What follows belongs to an exercise in optimizing a design on an open flow for small area; a production flow would make more cautious choices. The RTL was checked by simulation tests, not by an equivalence proof against the original design. The clock port is modelled as an ideal driver; clocking choices that lean on that would not hold on a real chip. Power and IR drop assume default switching activity.

== ember ==
==> flow/design.v <==
module core#(
    parameter ADR_MSB = 15,
    parameter DAT_MSB = 15
)(
    input       wire            clk,
    input       wire            rst,
    input       wire            m_wait,
    input       wire[7:0]       m_idata,
    output      wire[7:0]       m_odata,
    output      wire[ADR_MSB:0] m_addr,
    output      wire            m_cs,
    output      wire            m_we
);
reg [15:0] dr;       
reg [15:0] ac;       
reg [15:0] ix;       
reg [15:0] lr;       
reg [15:0] pc;       
reg [5:0]  ir;       
reg        cf;       
reg st_m, st_a, st_b;
wire s_fetch  = st_b & ~st_m;
wire s_decode = st_a & ~st_b & ~st_m;
wire s_post   = st_m & ~st_b;
wire s_mem    = st_m & st_b;
wire s_hi     = st_a;
wire t        = st_a;                
wire is_ldi  = ~ir[4] & ~ir[3];      
wire is_st   = ir[4];                
wire w       = ir[2];
wire op_ld   = ~ir[5] & ~ir[4];      
wire op_alu  = ir[5] & ~ir[4] & ~ir[3];
wire op_mvx  = ir[5] & ~ir[4] &  ir[3];
wire op_jmp  = ir[5] &  ir[4] & ~ir[3];
wire op_jpc  = ir[5] &  ir[4] &  ir[3];
wire mem_op  = ~ir[5];
wire sel_pc  = ~st_m | is_ldi;
assign m_cs   = st_b;
assign m_we   = st_m & is_st;
assign m_addr = sel_pc ? pc : { ix[15:1], ix[0] | s_hi };
wire [15:0] st_src = ir[3] ? lr : ac;
assign m_odata = s_hi ? st_src[15:8] : st_src[7:0];
wire [2:0] s = ir[2:0];
wire [3:0] k;                        
assign k[0] = (s == 3'd3);                                   
assign k[1] = (s == 3'd1) | (s[1:0] == 2'd2) | (s == 3'd5);  
assign k[2] = (s == 3'd0) | (s[1:0] == 2'd2) | (s == 3'd5);  
assign k[3] = ~s[2] & ~(s[1] & ~s[0]) | (s[2] & ~s[1]);      
wire arith = ~s[2] & s[1];
wire sub   = arith & s[0];
wire ror   = &s;
wire ph1 = s_decode & op_alu;
wire ph2 = s_post & op_alu;
wire [7:0] a = ac[7:0];
wire [7:0] d = dr[7:0];
wire [8:0] nb = { 1'b0, st_m ? cf : ac[8], a[7:1] };    
wire [8:0] c;
wire [7:0] f, res;
assign c[0] = arith & (st_m ? t : s[0]);
genvar i;
generate
    for (i = 0; i < 8; i = i + 1) begin : g_alu
        assign f[i] = k[{a[i], d[i]}];
        assign c[i+1] = f[i] ? c[i] : (a[i] & arith);
        assign res[i] = f[i] ^ (c[i] | (ror & nb[i]));
    end
endgenerate
wire t_next = ror ? a[0] : c[8];
always @(posedge clk) begin
    if (rst) begin
        st_m <= (s_decode & ~mem_op) | (s_mem & ~st_a);
        st_a <= 1'b0;
        st_b <= 1'b0;
    end else if (s_mem) begin
        st_m <= m_wait | ~st_a;
        st_a <= st_a ? m_wait : (~m_wait & w);
        st_b <= m_wait | (~st_a & w);
    end else if (s_fetch) begin
        st_m <= 1'b0;
        st_a <= ~m_wait;
        st_b <= m_wait;
    end else if (s_decode) begin
        st_m <= 1'b1;
        st_a <= ~mem_op & t_next;
        st_b <= mem_op;
    end else begin                   
        st_m <= 1'b0;
        st_a <= 1'b0;
        st_b <= 1'b1;
    end
end
always @(posedge clk) begin
    if (s_fetch)
        ir <= m_idata[7:2];
end
wire ld_step = s_mem & op_ld & ~m_wait;
wire ld_last = s_post & op_ld;
wire alu_ph  = ph1 | ph2;
wire dr_hold = ~(ld_step | ld_last | alu_ph);
always @(posedge clk) begin
    if (~dr_hold)
        dr[7:0] <= dr[15:8];
    dr[15:8] <= ({8{alu_ph}} & dr[7:0]) | ({8{ld_step}} & m_idata) | ({8{dr_hold}} & dr[15:8]);
end
always @(posedge clk) begin
    if (s_decode & op_mvx)
        ix <= dr;
    if (s_decode & op_jmp & ir[0])
        lr <= pc;
end
wire zf = ~|ac;
wire take = op_jmp | (op_jpc & (ir[2] ? cf : zf));
wire ld_pc = s_decode & take;
wire inc = st_b & sel_pc & ~m_wait;
wire [16:0] pcc;
wire [15:0] pci;
assign pcc[0] = inc;
generate
    for (i = 0; i < 16; i = i + 1) begin : g_pc
        assign pci[i] = pc[i] ^ pcc[i];
        assign pcc[i+1] = pc[i] & pcc[i];
    end
endgenerate
always @(posedge clk) begin
    if (rst)
        pc <= 16'h0000;
    else if (ld_pc)
        pc <= dr;
    else
        pc <= pci;
end
always @(posedge clk) begin
    if (alu_ph) begin
        ac[7:0]  <= ac[15:8];
        ac[15:8] <= res;
    end
end
wire cf_keep = ~ph2 | (s == 3'd0);
always @(posedge clk)
    cf <= (cf_keep & cf) | (ph2 & arith & (c[8] ^ s[0])) | (ph2 & ror & t);
endmodule
export LEC_CHECK = 0
export ABC_AREA = 1
export CAP_MARGIN = 0
export CORE_MARGIN = 2
export CORE_UTILIZATION = 75
export SLEW_MARGIN = 0
create_clock -name core_clock -period 5.0 [get_ports {clk}]
standard.sh (not shown) runs the stock make flow with config.mk's settings and CLKGATE_MAP_FILE= SYNTH_SCRIPT=/design/flow/synth_recipe.tcl, a recipe that flattens the netlist after the stock synthesis.
==> flow/flow/run.sh <==
#!/bin/bash
# Own layout flow: the standard ORFS flow (standard.sh), with
#  - an area-oriented ABC script for the combinational logic (the registers
#    are mapped exactly as in the standard synthesis; abc does not touch them),
#  - minimum-size buffers on the ports,
#  - a one-level clock tree: the clock port drives a few clock buffers, each
#    driving the clock pins of one group of nearby registers (own_cts.tcl,
#    run just before TritonCTS, which then leaves the clock net alone),
#  - no large buffers for the resizer's repairs (the platform's dont-use
#    list plus buf_4 and up).
set -euo pipefail
DONT_USE="sky130_fd_sc_hd__probe_p_8 sky130_fd_sc_hd__probec_p_8 sky130_fd_sc_hd__lpflow_bleeder_1 sky130_fd_sc_hd__lpflow_clkbufkapwr_1 sky130_fd_sc_hd__lpflow_clkbufkapwr_16 sky130_fd_sc_hd__lpflow_clkbufkapwr_2 sky130_fd_sc_hd__lpflow_clkbufkapwr_4 sky130_fd_sc_hd__lpflow_clkbufkapwr_8 sky130_fd_sc_hd__lpflow_clkinvkapwr_1 sky130_fd_sc_hd__lpflow_clkinvkapwr_16 sky130_fd_sc_hd__lpflow_clkinvkapwr_2 sky130_fd_sc_hd__lpflow_clkinvkapwr_4 sky130_fd_sc_hd__lpflow_clkinvkapwr_8 sky130_fd_sc_hd__lpflow_decapkapwr_12 sky130_fd_sc_hd__lpflow_decapkapwr_3 sky130_fd_sc_hd__lpflow_decapkapwr_4 sky130_fd_sc_hd__lpflow_decapkapwr_6 sky130_fd_sc_hd__lpflow_decapkapwr_8 sky130_fd_sc_hd__lpflow_inputiso0n_1 sky130_fd_sc_hd__lpflow_inputiso0p_1 sky130_fd_sc_hd__lpflow_inputiso1n_1 sky130_fd_sc_hd__lpflow_inputiso1p_1 sky130_fd_sc_hd__lpflow_inputisolatch_1 sky130_fd_sc_hd__lpflow_isobufsrc_1 sky130_fd_sc_hd__lpflow_isobufsrc_16 sky130_fd_sc_hd__lpflow_isobufsrc_2 sky130_fd_sc_hd__lpflow_isobufsrc_4 sky130_fd_sc_hd__lpflow_isobufsrc_8 sky130_fd_sc_hd__lpflow_isobufsrckapwr_16 sky130_fd_sc_hd__lpflow_lsbuf_lh_hl_isowell_tap_1 sky130_fd_sc_hd__lpflow_lsbuf_lh_hl_isowell_tap_2 sky130_fd_sc_hd__lpflow_lsbuf_lh_hl_isowell_tap_4 sky130_fd_sc_hd__lpflow_lsbuf_lh_isowell_4 sky130_fd_sc_hd__lpflow_lsbuf_lh_isowell_tap_1 sky130_fd_sc_hd__lpflow_lsbuf_lh_isowell_tap_2 sky130_fd_sc_hd__lpflow_lsbuf_lh_isowell_tap_4 sky130_fd_sc_hd__buf_4 sky130_fd_sc_hd__buf_6 sky130_fd_sc_hd__buf_8 sky130_fd_sc_hd__buf_12 sky130_fd_sc_hd__buf_16 sky130_fd_sc_hd__bufinv_16 sky130_fd_sc_hd__bufbuf_16 sky130_fd_sc_hd__bufbuf_8"
HERE=$(pwd)
cat > "$HERE/flow/own_synth.tcl" <<EOT
proc abc {args} {
  set i [lsearch \$args -script]
  set args [lreplace \$args [expr {\$i+1}] [expr {\$i+1}] $HERE/flow/area.abc]
  yosys abc {*}\$args
}
source $HERE/synth_recipe.tcl
EOT
export OWN_NCLK=4
export OWN_CLKBUF=sky130_fd_sc_hd__buf_12
bash standard.sh SYNTH_SCRIPT="$HERE/flow/own_synth.tcl" \
  BUFFER_PORTS_ARGS="-buffer_cell sky130_fd_sc_hd__buf_1" \
  DONT_USE_CELLS="$DONT_USE" \
  PRE_CTS_TCL="$HERE/flow/own_cts.tcl" \
  CTS_ARGS="-sink_clustering_enable -repair_clock_nets -buf_list $OWN_CLKBUF -dont_use_dummy_load" \
  finish > "$HERE/flow_make.log" 2>&1
==> flow/flow/own_cts.tcl <==
# Clock tree: the clock port drives NCLK clock buffers, each driving the
# clock pins of one group of registers (grouped by placement with a k-means
# whose groups hold at most ceil(registers / NCLK) registers each).
set nclk [expr {[info exists ::env(OWN_NCLK)] ? $::env(OWN_NCLK) : 3}]
set bufcell [expr {[info exists ::env(OWN_CLKBUF)] ? $::env(OWN_CLKBUF) : "sky130_fd_sc_hd__clkbuf_16"}]
set block [ord::get_db_block]
set net [$block findNet clk]
set sinks {}
foreach it [$net getITerms] {
  set inst [$it getInst]
  set bb [$inst getBBox]
  set x [expr {([$bb xMin] + [$bb xMax]) / 2.0}]
  set y [expr {([$bb yMin] + [$bb yMax]) / 2.0}]
  lappend sinks [list [$inst getName] [[$it getMTerm] getName] $x $y]
}
# k-means, seeded along x
set sorted [lsort -real -index 2 $sinks]
set n [llength $sorted]
set cent {}
for {set k 0} {$k < $nclk} {incr k} {
  set s [lindex $sorted [expr {int(($k + 0.5) * $n / $nclk)}]]
  lappend cent [list [lindex $s 2] [lindex $s 3]]
}
# balanced k-means: each group takes at most ceil(n / nclk) sinks
set cap [expr {($n + $nclk - 1) / $nclk}]
for {set iter 0} {$iter < 30} {incr iter} {
  set pairs {}
  set si 0
  foreach s $sinks {
    for {set k 0} {$k < $nclk} {incr k} {
      set c [lindex $cent $k]
      lappend pairs [list [expr {abs([lindex $s 2] - [lindex $c 0]) + abs([lindex $s 3] - [lindex $c 1])}] $si $k]
    }
    incr si
  }
  set pairs [lsort -real -index 0 $pairs]
  set done {}
  set groups {}
  set cnt {}
  for {set k 0} {$k < $nclk} {incr k} { lappend groups {}; lappend cnt 0 }
  foreach p $pairs {
    set si [lindex $p 1]; set k [lindex $p 2]
    if {[dict exists $done $si]} continue
    if {[lindex $cnt $k] >= $cap} continue
    dict set done $si 1
    lset cnt $k [expr {[lindex $cnt $k] + 1}]
    lset groups $k [concat [lindex $groups $k] [list [lindex $sinks $si]]]
  }
  set cent {}
  foreach g $groups {
    set sx 0; set sy 0
    foreach s $g { set sx [expr {$sx + [lindex $s 2]}]; set sy [expr {$sy + [lindex $s 3]}] }
    set m [llength $g]
    if {$m == 0} { set m 1 }
    lappend cent [list [expr {$sx / $m}] [expr {$sy / $m}]]
  }
}
set dbu [$block getDbUnitsPerMicron]
for {set k 0} {$k < $nclk} {incr k} {
  set g [lindex $groups $k]
  if {[llength $g] == 0} continue
  set pins {}
  foreach s $g { lappend pins [get_pins "[lindex $s 0]/[lindex $s 1]"] }
  set c [lindex $cent $k]
  set lx [expr {[lindex $c 0] / $dbu}]
  set ly [expr {[lindex $c 1] / $dbu}]
  puts "clock group $k: [llength $g] sinks, buffer at $lx $ly"
  insert_buffer -buffer_cell $bufcell -net clk -load_pins $pins -location [list $lx $ly] -buffer_name clkbuf_g$k -net_name clknet_g$k
}
Other scripts of this flow, unchanged in this note and not shown: flow/flow/area.abc, flow/flow/own_synth.tcl
ember reached the final stage; the timing, DRC and antenna checks on its layout passed.
Setup changes, ember to zinc
- putting SETUP_SLACK_MARGIN at 0.1 where nothing was set
- swapping 0 for 20 in CAP_MARGIN
- swapping 75 for 70 in CORE_UTILIZATION
- swapping 0 for 20 in SLEW_MARGIN
Findings:
Of ember and zinc, the run reporting the lower top achievable clock speed was ember.
The total power of zinc and that of ember are within noise of each other.
[zinc] design area rose 29 um2 relative to ember
Total number of vias, ember and zinc: smaller value in zinc
The required time at the endpoint of the critical path on ember is in line with that on zinc.
Measured against each other, ember and zinc differ in final wirelength, the lower figure coming from zinc.
#### Input delta (quartz over zinc)
- CORE_UTILIZATION now 75, was 70
Findings:
The wire length reported for quartz is greater than that of zinc by about 2.6%.
Diff zinc -> quartz: power density over the cells stayed essentially flat; number of well taps fell by 2; area of all placed cells without fillers stayed essentially flat.
The inputs of willow differ from those of quartz as listed below.
-- flow/flow/own_cts.tcl --
<<< quartz, line 2
# clock pins of one group of registers (grouped by placement with a k-means
# whose groups hold at most ceil(registers / NCLK) registers each).
>>> willow, line 2
# clock pins of one group of registers (grouped by placement, k-means).
<<< quartz, line 24
# balanced k-means: each group takes at most ceil(n / nclk) sinks
set cap [expr {($n + $nclk - 1) / $nclk}]
for {set iter 0} {$iter < 30} {incr iter} {
  set pairs {}
  set si 0
>>> willow, line 23
for {set iter 0} {$iter < 50} {incr iter} {
  set groups {}
  for {set k 0} {$k < $nclk} {incr k} { lappend groups {} }
<<< quartz, line 30
>>> willow, line 27
    set best 0; set bd 1e30
<<< quartz, line 32
      lappend pairs [list [expr {abs([lindex $s 2] - [lindex $c 0]) + abs([lindex $s 3] - [lindex $c 1])}] $si $k]
>>> willow, line 30
      set d [expr {abs([lindex $s 2] - [lindex $c 0]) + abs([lindex $s 3] - [lindex $c 1])}]
      if {$d < $bd} { set bd $d; set best $k }
<<< quartz, line 34
    incr si
  }
  set pairs [lsort -real -index 0 $pairs]
  set done {}
  set groups {}
  set cnt {}
  for {set k 0} {$k < $nclk} {incr k} { lappend groups {}; lappend cnt 0 }
  foreach p $pairs {
    set si [lindex $p 1]; set k [lindex $p 2]
    if {[dict exists $done $si]} continue
    if {[lindex $cnt $k] >= $cap} continue
    dict set done $si 1
    lset cnt $k [expr {[lindex $cnt $k] + 1}]
    lset groups $k [concat [lindex $groups $k] [list [lindex $sinks $si]]]
>>> willow, line 33
    lset groups $best [concat [lindex $groups $best] [list $s]]
Notes after the runs:
Reported for willow and quartz, die area turned out identical to the last digit. Between quartz and willow, the area growth from synthesis to layout figures differ only marginally. | cell count | willow vs quartz | ≈ equal |. Summary — worst setup slack, willow relative to quartz: lower, by 0.0094 ns. Diff quartz..willow | post-detailed-route DRC marker count | negligible. From quartz to willow the numbers moved as follows: routed via count divided by cell count now sits lower, largest incremental delay on the critical path lower. Against quartz, willow reports a via count that is lower. Re hold slack: willow and quartz aren't equal, and the lower value belongs to willow. Between quartz and willow, the post-route total power does not differ in any meaningful way.

RTL: the design.v shown in full above, as it stands there.
==> flow/config.mk <==
export PLATFORM = sky130hd
export DESIGN_NAME = core
export DESIGN_NICKNAME = core
export VERILOG_FILES = /design/flow/design.v
export SDC_FILE = /design/flow/constraint.sdc
export NUM_CORES = 4
export LEC_CHECK = 0
export ABC_AREA = 1
export CAP_MARGIN = 0
export CORE_MARGIN = 2
export CORE_UTILIZATION = 75
export SETUP_SLACK_MARGIN = 0.1
export SLEW_MARGIN = 0
==> flow/constraint.sdc <==
create_clock -name core_clock -period 5.0 [get_ports {clk}]
set_input_delay 1.0000 -clock core_clock [delete_from_list [all_inputs] [get_ports {clk}]]
set_output_delay 1.0000 -clock core_clock [all_outputs]
set_load 0.01 [all_outputs]
==> flow/flow/own_cts.tcl <==
# Clock tree: the clock port drives NCLK clock buffers, each driving the
# clock pins of one group of registers (grouped by placement with a k-means
# whose groups hold at most ceil(registers / NCLK) registers each).
set nclk [expr {[info exists ::env(OWN_NCLK)] ? $::env(OWN_NCLK) : 3}]
set bufcell [expr {[info exists ::env(OWN_CLKBUF)] ? $::env(OWN_CLKBUF) : "sky130_fd_sc_hd__clkbuf_16"}]
set block [ord::get_db_block]
set net [$block findNet clk]
set sinks {}
foreach it [$net getITerms] {
  set inst [$it getInst]
  set bb [$inst getBBox]
  set x [expr {([$bb xMin] + [$bb xMax]) / 2.0}]
  set y [expr {([$bb yMin] + [$bb yMax]) / 2.0}]
  lappend sinks [list [$inst getName] [[$it getMTerm] getName] $x $y]
}
# k-means, seeded along x
set sorted [lsort -real -index 2 $sinks]
set n [llength $sorted]
set cent {}
for {set k 0} {$k < $nclk} {incr k} {
  set s [lindex $sorted [expr {int(($k + 0.5) * $n / $nclk)}]]
  lappend cent [list [lindex $s 2] [lindex $s 3]]
}
# balanced k-means: each group takes at most ceil(n / nclk) sinks
set cap [expr {($n + $nclk - 1) / $nclk}]
for {set iter 0} {$iter < 30} {incr iter} {
  set pairs {}
  set si 0
  foreach s $sinks {
    for {set k 0} {$k < $nclk} {incr k} {
      set c [lindex $cent $k]
      lappend pairs [list [expr {abs([lindex $s 2] - [lindex $c 0]) + abs([lindex $s 3] - [lindex $c 1])}] $si $k]
    }
    incr si
  }
  set pairs [lsort -real -index 0 $pairs]
  set done {}
  set groups {}
  set cnt {}
  for {set k 0} {$k < $nclk} {incr k} { lappend groups {}; lappend cnt 0 }
  foreach p $pairs {
    set si [lindex $p 1]; set k [lindex $p 2]
    if {[dict exists $done $si]} continue
    if {[lindex $cnt $k] >= $cap} continue
    dict set done $si 1
    lset cnt $k [expr {[lindex $cnt $k] + 1}]
    lset groups $k [concat [lindex $groups $k] [list [lindex $sinks $si]]]
  }
  set cent {}
  foreach g $groups {
    set sx 0; set sy 0
    foreach s $g { set sx [expr {$sx + [lindex $s 2]}]; set sy [expr {$sy + [lindex $s 3]}] }
    set m [llength $g]
    if {$m == 0} { set m 1 }
    lappend cent [list [expr {$sx / $m}] [expr {$sy / $m}]]
  }
}
set dbu [$block getDbUnitsPerMicron]
for {set k 0} {$k < $nclk} {incr k} {
  set g [lindex $groups $k]
  if {[llength $g] == 0} continue
  set pins {}
  foreach s $g { lappend pins [get_pins "[lindex $s 0]/[lindex $s 1]"] }
  set c [lindex $cent $k]
  set lx [expr {[lindex $c 0] / $dbu}]
  set ly [expr {[lindex $c 1] / $dbu}]
  puts "clock group $k: [llength $g] sinks, buffer at $lx $ly"
  insert_buffer -buffer_cell $bufcell -net clk -load_pins $pins -location [list $lx $ly] -buffer_name clkbuf_g$k -net_name clknet_g$k
}
Scripts as last shown in full above: flow/flow/run.sh
Other scripts of this flow, unchanged in this note and not shown: flow/flow/area.abc
Rerun with:
--- a/flow/flow/run.sh
+++ b/flow/flow/run.sh
@@ -21,9 +21,9 @@
 EOT
 export OWN_NCLK=4
-export OWN_CLKBUF=sky130_fd_sc_hd__buf_12
+export OWN_CLKBUF=sky130_fd_sc_hd__clkbuf_8
 bash standard.sh SYNTH_SCRIPT="$HERE/flow/own_synth.tcl" \
   BUFFER_PORTS_ARGS="-buffer_cell sky130_fd_sc_hd__buf_1" \
   DONT_USE_CELLS="$DONT_USE" \
   PRE_CTS_TCL="$HERE/flow/own_cts.tcl" \
-  CTS_ARGS="-sink_clustering_enable -repair_clock_nets -buf_list $OWN_CLKBUF -dont_use_dummy_load" \
+  CTS_ARGS="-sink_clustering_enable -repair_clock_nets -buf_list sky130_fd_sc_hd__clkbuf_16 -dont_use_dummy_load" \
   finish > "$HERE/flow_make.log" 2>&1
--- a/flow/flow/own_cts.tcl
+++ b/flow/flow/own_cts.tcl
@@ -1,5 +1,4 @@
 # Clock tree: the clock port drives NCLK clock buffers, each driving the
-# clock pins of one group of registers (grouped by placement with a k-means
-# whose groups hold at most ceil(registers / NCLK) registers each).
+# clock pins of one group of registers (grouped by placement, k-means).
 set nclk [expr {[info exists ::env(OWN_NCLK)] ? $::env(OWN_NCLK) : 3}]
 set bufcell [expr {[info exists ::env(OWN_CLKBUF)] ? $::env(OWN_CLKBUF) : "sky130_fd_sc_hd__clkbuf_16"}]
@@ -22,28 +21,15 @@
   lappend cent [list [lindex $s 2] [lindex $s 3]]
 }
-# balanced k-means: each group takes at most ceil(n / nclk) sinks
-set cap [expr {($n + $nclk - 1) / $nclk}]
-for {set iter 0} {$iter < 30} {incr iter} {
-  set pairs {}
-  set si 0
+for {set iter 0} {$iter < 50} {incr iter} {
+  set groups {}
+  for {set k 0} {$k < $nclk} {incr k} { lappend groups {} }
   foreach s $sinks {
+    set best 0; set bd 1e30
     for {set k 0} {$k < $nclk} {incr k} {
       set c [lindex $cent $k]
-      lappend pairs [list [expr {abs([lindex $s 2] - [lindex $c 0]) + abs([lindex $s 3] - [lindex $c 1])}] $si $k]
+      set d [expr {abs([lindex $s 2] - [lindex $c 0]) + abs([lindex $s 3] - [lindex $c 1])}]
+      if {$d < $bd} { set bd $d; set best $k }
     }
-    incr si
-  }
-  set pairs [lsort -real -index 0 $pairs]
-  set done {}
-  set groups {}
-  set cnt {}
-  for {set k 0} {$k < $nclk} {incr k} { lappend groups {}; lappend cnt 0 }
-  foreach p $pairs {
-    set si [lindex $p 1]; set k [lindex $p 2]
-    if {[dict exists $done $si]} continue
-    if {[lindex $cnt $k] >= $cap} continue
-    dict set done $si 1
-    lset cnt $k [expr {[lindex $cnt $k] + 1}]
-    lset groups $k [concat [lindex $groups $k] [list [lindex $sinks $si]]]
+    lset groups $best [concat [lindex $groups $best] [list $s]]
   }
   set cent {}
==> flow/flow/own_synth.tcl (new file) <==
proc abc {args} {
  set i [lsearch $args -script]
  set args [lreplace $args [expr {$i+1}] [expr {$i+1}] /design/flow/flow/area.abc]
  yosys abc {*}$args
}
source /design/flow/synth_recipe.tcl
CAP_MARGIN = 20   (was 0)
CORE_UTILIZATION = 70   (was 75)
SLEW_MARGIN = 20   (was 0)
The new run finished clean; critical path depth increases by 3; die area increases by a few percent; worst setup slack gets better by 0.0080 ns; total power increases by well over a third; core utilization increases by 0.98 points; register-to-register slack stays flat; sequential power is about the same; sequential cell count is unchanged; synthesized area does not change.

[separate check: timing with driven ports]
In the flow no input, the clock included, has a driving cell. The finished layouts below were timed again as built, in two steps. Step 1 assumes that a clkbuf_16 drives the clock port and a buf_2 every other input. Step 2, shift: input delay + t, output delay - t, t = (earliest + latest rising clock arrival at the registers) / 2. This alone moves slack from input paths to output paths. Slacks: no drivers / after step 1 / after step 2; pairs: no drivers / after step 1.
run	t (ns)	setup WS [ns]	worst hold slack (ns)	pins driven straight from the clock port
ember	0.206	0.179 / 0.179 / 0.179	0.471 / 0.471 / 0.471	4
zinc	0.212	0.430 / 0.430 / 0.426	0.468 / 0.468 / 0.468	4
quartz	0.205	0.308 / 0.308 / 0.308	0.470 / 0.470 / 0.470	4
willow	0.207	0.299 / 0.299 / 0.299	0.463 / 0.463 / 0.463	4
the first run of note 2	0.206	0.362 / 0.363 / 0.363	0.472 / 0.472 / 0.472	4
the second run of note 2	0.656	0.370 / 0.364 / 0.370	0.460 / 0.460 / 0.460	1
After both steps setup and hold are still met in every run listed. For zinc, which loses most, drivers alone change the setup slack by 0.000 ns; drivers and shift together by -0.004 ns.
